This design comes from an exercise in tuning for small area, a short achievable clock period and few clock cycles on the open sky130 flow, not from production work.

==> 08-05 <==
Design day12_top, start of the top module:
module day12_top #(
    parameter MAX_REGION_W = 64,
    parameter MAX_REGION_H = 64
) (
    input  wire clk,
    input  wire rst_n,
    input  wire in_valid,
    input  wire [31:0] in_data,
    output wire in_ready,
    output wire out_valid,
    output wire [31:0] out_data,
    input  wire out_ready
);
accelerator #(
    .MAX_REGION_W(MAX_REGION_W),
    .MAX_REGION_H(MAX_REGION_H)
) accel (
    .clk(clk),
    .rst_n(rst_n),
    .in_valid(in_valid),
    .in_data(in_data),
    .in_ready(in_ready),
    .out_valid(out_valid),
    .out_data(out_data),
    .out_ready(out_ready)
);
endmodule
Settings: LEC_CHECK=0, CAP_MARGIN=20, CORE_MARGIN=2, CORE_UTILIZATION=70, CTS_CLUSTER_DIAMETER=80, CTS_CLUSTER_SIZE=24, SLEW_MARGIN=20, SYNTH_HIERARCHICAL=1; clock period 14.5 ns.
standard.sh (not shown) runs the stock make flow with config.mk's settings and CLKGATE_MAP_FILE= SYNTH_SCRIPT=/design/flow/synth_recipe.tcl, a recipe that flattens the netlist after the stock synthesis.
==> flow/flow/run.sh <==
#!/bin/bash
# The standard layout (the standard.sh: standard synthesis, floorplan,
# placement, CTS, routing), with one change: the buffers that global
# placement puts on every input and output port are buf_2 cells instead of
# the cell buffer_ports picks by default.
set -euo pipefail
export BUFFER_PORTS_ARGS="-buffer_cell sky130_fd_sc_hd__buf_2"
bash standard.sh > standard.log 2>&1
==> 06-25 (differences from 08-05) <==
--- a/flow/design.v
+++ b/flow/design.v
@@ -25,14 +25,15 @@
 reg         busy;          
 reg         ovalid;
 reg  [15:0] count;
 reg  [7:0]  cells [0:7];
 reg  [31:0] r_data;
 reg  [31:0] r_a;           
 reg  [3:0]  r_a1w;
+reg         r_big;
 reg         r_v;
 reg         r_wh, r_q1, r_q2, r_end;
 reg         pstall;        
 reg         nrdy;          
 wire accept = in_valid & ~nrdy;
 assign in_ready  = ~nrdy;
 assign out_valid = ovalid;
@@ -117,14 +118,15 @@
 wire [31:0] a_in = ({32{t_wh}} & {in_data[7:0], in_data[15:8], 8'd0, in_data[23:16]})
                  | ({32{t_q1}} & {cells[3], cells[2], cells[1], cells[0]})
                  | ({32{t_q2}} & {cells[7], cells[6], cells[5], cells[4]});
 always @(posedge clk) begin
     r_data <= in_data;
     r_a    <= a_in;
     r_a1w  <= {4{t_wh}} & in_data[27:24];
+    r_big  <= big;
     phase <= nxt_phase;
     idx   <= nxt_idx;
     sleft <= nxt_sleft;
     wl    <= nxt_wl;
     rleft <= nxt_rleft;
     rsub  <= nxt_rsub;
     if (r_v && phase == PH_SHDR)
@@ -1440,16 +1442,16 @@
 day12_fa u_fs741 (.a(fc736), .b(gm715), .c(fs739), .s(fs741), .co(fc742));
 day12_fa u_fs743 (.a(mc664), .b(gm696), .c(ms665), .s(fs743), .co(fc744));
 day12_fa u_fs745 (.a(fc740), .b(gm716), .c(fc742), .s(fs745), .co(fc746));
 day12_fa u_fs747 (.a(mc666), .b(ms667), .c(gm697), .s(fs747), .co(fc748));
 day12_fa u_fs749 (.a(fc744), .b(gm717), .c(fc746), .s(fs749), .co(fc750));
 day12_fa u_fs751 (.a(mc668), .b(ms669), .c(gm698), .s(fs751), .co(fc752));
 day12_fa u_fs753 (.a(mc670), .b(ms671), .c(gm699), .s(fs753), .co(fc754));
-wire [15:0] w_in = r_data[15:0];
-wire [15:0] h_in = r_data[31:16];
+wire [15:0] w_in = in_data[15:0];
+wire [15:0] h_in = in_data[31:16];
 reg big;
 integer bi, bj;
 always @(*) begin
     big = 1'b0;
     for (bi = 4; bi < 16; bi = bi + 1)
         for (bj = 19 - bi; bj < 16; bj = bj + 1)
             big = big | (w_in[bi] & h_in[bj]);
@@ -1589,15 +1591,15 @@
     sr1_18 <= mh689;
     sr2_18 <= gm711;
     sr3_18 <= gm731;
     sr0_19 <= mk690;
     sr1_19 <= ms691;
     sr2_19 <= gm712;
     sr3_19 <= gm732;
-    p_big <= big;
+    p_big <= r_big;
     if (!rst_n) begin
         p_wh <= 1'b0; p_q2 <= 1'b0; p_end <= 1'b0;
     end else begin
         p_wh <= r_wh; p_q2 <= r_q2; p_end <= r_end | late_end;
     end
 end
 reg  [20:0] acc;
==> flow_metrics.tcl <==
set metrics [dict create \
    drive_above_1_share_pct 7.06 \
    post-dp-hpwl_mm 35.0 \
    status "timing/DRC/antenna clean" \
    multi_input_area_mm2 0.0122 \
    timing.hold.ws_ns 0.351 \
    power.total_mw 1.53 \
    cp_cell_sequence "buf_2 > inv_2 > buf_4 > or3_1 > nor2_1 > nand3_1 > o41ai_1 > a21oi_1 > nand2_1" \
    seq_share_pct 30.8 \
    pre_cts_ws_ns 9.22 \
]
That was 06-25.
==> flow_metrics.tcl <==
set metrics [dict create \
    timing.hold.ws_ns 0.422 \
    seq_cells 287 \
    post-dp-hpwl_mm 33.7 \
    status "timing/DRC/antenna clean" \
    drive_above_1_share_pct 8.42 \
    avgSynthCellArea_um2 11.0 \
    seq_share_pct 30.8 \
    pre_cts_ws_ns 10.18 \
    multi_input_area_mm2 0.0122 \
    cp_cell_sequence "fa_1 > fa_1 > fa_1 > ha_1 > a21oi_1 > nor2_1 > a211oi_1 > o31ai_1 > a2111oi_0 > o31ai_1 > xnor2_1 > nor2_1" \
]
That was 08-05.
No functional check of the RTL was part of any run of this note.

---

==> inputs of run a <==
day12_top, a different RTL version from the one above (not shown whole).
// day12_top
module day12_top #(
    parameter MAX_REGION_W = 64,
    parameter MAX_REGION_H = 64
) (
    input  wire clk,
    input  wire rst_n,
    input  wire in_valid,
    input  wire [31:0] in_data,
    output wire in_ready,
    output wire out_valid,
    output wire [31:0] out_data,
    input  wire out_ready
);
clock: 14.5 ns
lec_check: 0
cap_margin: 20
core_margin: 2
core_utilization: 60
slew_margin: 20
synth_hierarchical: 1
run.sh (not shown) runs the stock make flow with config.mk's settings and CLKGATE_MAP_FILE= SYNTH_SCRIPT=/design/flow/synth_recipe.tcl, a recipe that flattens the netlist after the stock synthesis.
Stock flow here: none of the scripts above is used.
==> inputs of run b, as changes to run a <==
--- a/flow/design.v
+++ b/flow/design.v
@@ -87,23 +87,28 @@
     end
 end
 wire in_ns_zero = (in_data[15:0] == 16'd0);
 wire in_nr_zero = (in_data[31:16] == 16'd0);
 wire in_hc_zero = (in_data[23:16] == 8'd0);
-wire n_last_shape = (nxt_sleft == 4'd1);
-wire n_rl_zero = (nxt_rleft == 16'd0);
-wire n_rl_one  = (nxt_rleft == 16'd1);
+wire hdr_in_r  = r_v && (phase == PH_HDR);
+wire rdec      = r_v && (phase == PH_REG) && (rsub == 2'd2);
+wire sdec      = r_v && (phase == PH_SHDR || phase == PH_SDATA) && sdone;
+wire n_last_shape = hdr_in_r ? (r_ns_clamp == 4'd1) : (sdec ? (sleft == 4'd2) : (sleft == 4'd1));
+wire n_rl_zero = hdr_in_r ? r_nr_zero : (rdec ? (rleft == 16'd1) : (rleft == 16'd0));
+wire n_rl_one  = hdr_in_r ? (r_data[31:16] == 16'd1) : (rdec ? (rleft == 16'd2) : (rleft == 16'd1));
+wire n_wl_one  = (r_v && phase == PH_SHDR) ? (rhc[7:3] == 5'd0 && rhc[2:0] != 3'd0) || (rhc == 8'd4)
+                                           : ((r_v && phase == PH_SDATA) ? (wl == 7'd2) : (wl == 7'd1));
 wire n_reg = (nxt_phase == PH_REG);
 wire t_wh = accept & n_reg & (nxt_rsub == 2'd0);
 wire t_q1 = accept & n_reg & (nxt_rsub == 2'd1);
 wire t_q2 = accept & n_reg & (nxt_rsub == 2'd2);
 reg  end_if;
 always @(*) begin
     case (nxt_phase)
         PH_HDR:   end_if = in_ns_zero & in_nr_zero;
         PH_SHDR:  end_if = in_hc_zero & n_last_shape & n_rl_zero;
-        PH_SDATA: end_if = (nxt_wl == 7'd1) & n_last_shape & n_rl_zero;
+        PH_SDATA: end_if = n_wl_one & n_last_shape & n_rl_zero;
         default:  end_if = (nxt_rsub == 2'd2) & n_rl_one;
     endcase
 end
 wire t_end = accept & end_if;
 integer i;
==> flow/flow/run.sh (new file) <==
#!/bin/bash
# The standard layout (the standard.sh: standard synthesis, floorplan,
# placement, CTS, routing), with one change: the buffers that global
# placement puts on every input and output port are buf_2 cells instead of
# the cell buffer_ports picks by default.
set -euo pipefail
export BUFFER_PORTS_ARGS="-buffer_cell sky130_fd_sc_hd__buf_2"
bash standard.sh > standard.log 2>&1
==> flow/standard.sh (new file) <==
#!/bin/bash
# synth_recipe.tcl (not shown) runs the flow's synth.tcl, then flattens the netlist and writes it again
# the make line also repeats each setting of config.mk as NAME=value (left out here)
make -C /OpenROAD-flow-scripts/flow DESIGN_CONFIG=/design/flow/config.mk WORK_HOME=/design/flow/orfs CLKGATE_MAP_FILE= SYNTH_SCRIPT=/design/flow/synth_recipe.tcl "${@:-finish}"
removed: flow/run.sh
==> inputs of run c, as changes to run a <==
--- a/flow/design.v
+++ b/flow/design.v
@@ -25,11 +25,10 @@
 reg         busy;          
 reg         ovalid;
 reg  [15:0] count;
 reg  [7:0]  cells [0:7];
 reg  [31:0] r_data;
-reg  [31:0] r_a;           
 reg         r_v;
 reg         r_wh, r_q1, r_q2, r_end;
 wire accept = in_valid & ~busy;
 assign in_ready  = ~busy;
 assign out_valid = ovalid;
@@ -105,16 +104,12 @@
         default:  end_if = (nxt_rsub == 2'd2) & n_rl_one;
     endcase
 end
 wire t_end = accept & end_if;
 integer i;
-wire [31:0] a_in = ({32{t_wh}} & {in_data[7:0], in_data[15:8], in_data[31:24], in_data[23:16]})
-                 | ({32{t_q1}} & {cells[3], cells[2], cells[1], cells[0]})
-                 | ({32{t_q2}} & {cells[7], cells[6], cells[5], cells[4]});
 always @(posedge clk) begin
     r_data <= in_data;
-    r_a    <= a_in;
     phase <= nxt_phase;
     idx   <= nxt_idx;
     sleft <= nxt_sleft;
     wl    <= nxt_wl;
     rleft <= nxt_rleft;
@@ -140,14 +135,14 @@
 wire wh = r_wh;
 wire [7:0] by0 = r_data[7:0];
 wire [7:0] by1 = r_data[15:8];
 wire [7:0] by2 = r_data[23:16];
 wire [7:0] by3 = r_data[31:24];
-wire [7:0] a0 = r_a[7:0];
-wire [7:0] a1 = r_a[15:8];
-wire [7:0] a2 = r_a[23:16];
-wire [7:0] a3 = r_a[31:24];
+wire [7:0] a0 = ({8{wh}} & by2) | ({8{r_q1}} & cells[0]) | ({8{r_q2}} & cells[4]);
+wire [7:0] a1 = ({8{wh}} & by3) | ({8{r_q1}} & cells[1]) | ({8{r_q2}} & cells[5]);
+wire [7:0] a2 = ({8{wh}} & by1) | ({8{r_q1}} & cells[2]) | ({8{r_q2}} & cells[6]);
+wire [7:0] a3 = ({8{wh}} & by0) | ({8{r_q1}} & cells[3]) | ({8{r_q2}} & cells[7]);
 wire [7:0] b0 = by0;
 wire [7:0] b1q = by1 & {8{~wh}};
 wire [7:0] b1w = by1 & {8{wh}};
 wire [7:0] b2 = by2;
 wire [7:0] b3 = by3;
--- a/flow/config.mk
+++ b/flow/config.mk
@@ -5,8 +5,9 @@
 export SDC_FILE = /design/flow/constraint.sdc
 export NUM_CORES = 4
 export LEC_CHECK = 0
 export CAP_MARGIN = 20
 export CORE_MARGIN = 2
-export CORE_UTILIZATION = 60
+export CORE_UTILIZATION = 70
+export CTS_BUF_LIST = sky130_fd_sc_hd__clkbuf_4
 export SLEW_MARGIN = 20
 export SYNTH_HIERARCHICAL = 1
==> comparison table <==
Area enclosed by the die boundary: run c 0.0266 sq mm; run a 0.0323 sq mm; run b 0.0327 sq mm
Total number of vias: run c 13000; run a 13000; run b 12900
Portion of netlist area occupied by mux cells: run c 4.70%; run a 4.65%; run b 4.38%
Sw Ratio: run c 26.7%; run a 25.4%; run b 23.4%
Worst VDD drop: run c 0.000105 V; run a 0.000112 V; run b 0.0000913 V
Post-route core utilization: run c 77.9%; run a 67.0%; run b 66.4%
CP startpoint: run c accel.r_wh; run a in_data[23]; run b accel.r_wh
Final Routed Wirelength: run c 48000 microns; run a 49200 microns; run b 49300 microns
FFs & Latches: run c 259; run a 290; run b 290
Result of the run: run c finished clean; run a finished clean; run b finished clean
Area growth from synthesis to layout: run c 9.98%; run a 10.3%; run b 8.62%
Reg-to-reg endpoint: run c accel.sg1_9; run a accel.r_end; run b accel.sm1_9
Non-clock buffer contribution to total cell area: run c 4.37%; run a 3.29%; run b 2.03%
Function was not checked in any run of this note: the RTL went through the layout flow alone.

==> static timing again, ports no longer ideal <==
In the flow no input, the clock included, has a driving cell. The finished layouts below were timed again as built, in two steps. Step 1: set_driving_cell puts a clkbuf_16 on clk and a buf_2 on each other input, an assumption about the parent block. Step 2 times the ports against the registers' clock, not the clock port: input delays grow and output delays shrink by t, the midpoint of the rising clock arrivals with the driver on. a / b / c = ideal / step 1 / step 2; a / b = the first two.
run	t (ns)	slack for setup (ns)	clock arrival spread, ns	worst register clock-pin slew, ns	worst data-port slew with drivers (ns)
08-05	0.551	10.319 / 10.319 / 10.229	0.025 / 0.024	0.10 / 0.10	0.04
06-25	0.552	9.713 / 9.745 / 9.193	0.025 / 0.024	0.10 / 0.10	0.06
run a	0.567	9.614 / 9.642 / 9.075	0.031 / 0.032	0.06 / 0.06	0.03
run b	0.629	10.280 / 10.238 / 9.936	0.041 / 0.041	0.07 / 0.07	0.04
run c	0.720	9.303 / 9.303 / 9.303	0.037 / 0.037	0.08 / 0.08	0.04
After both steps every run listed still meets setup and hold. The setup slack of run a, which loses most, moves by +0.028 ns with the drivers and by -0.539 ns with both steps.
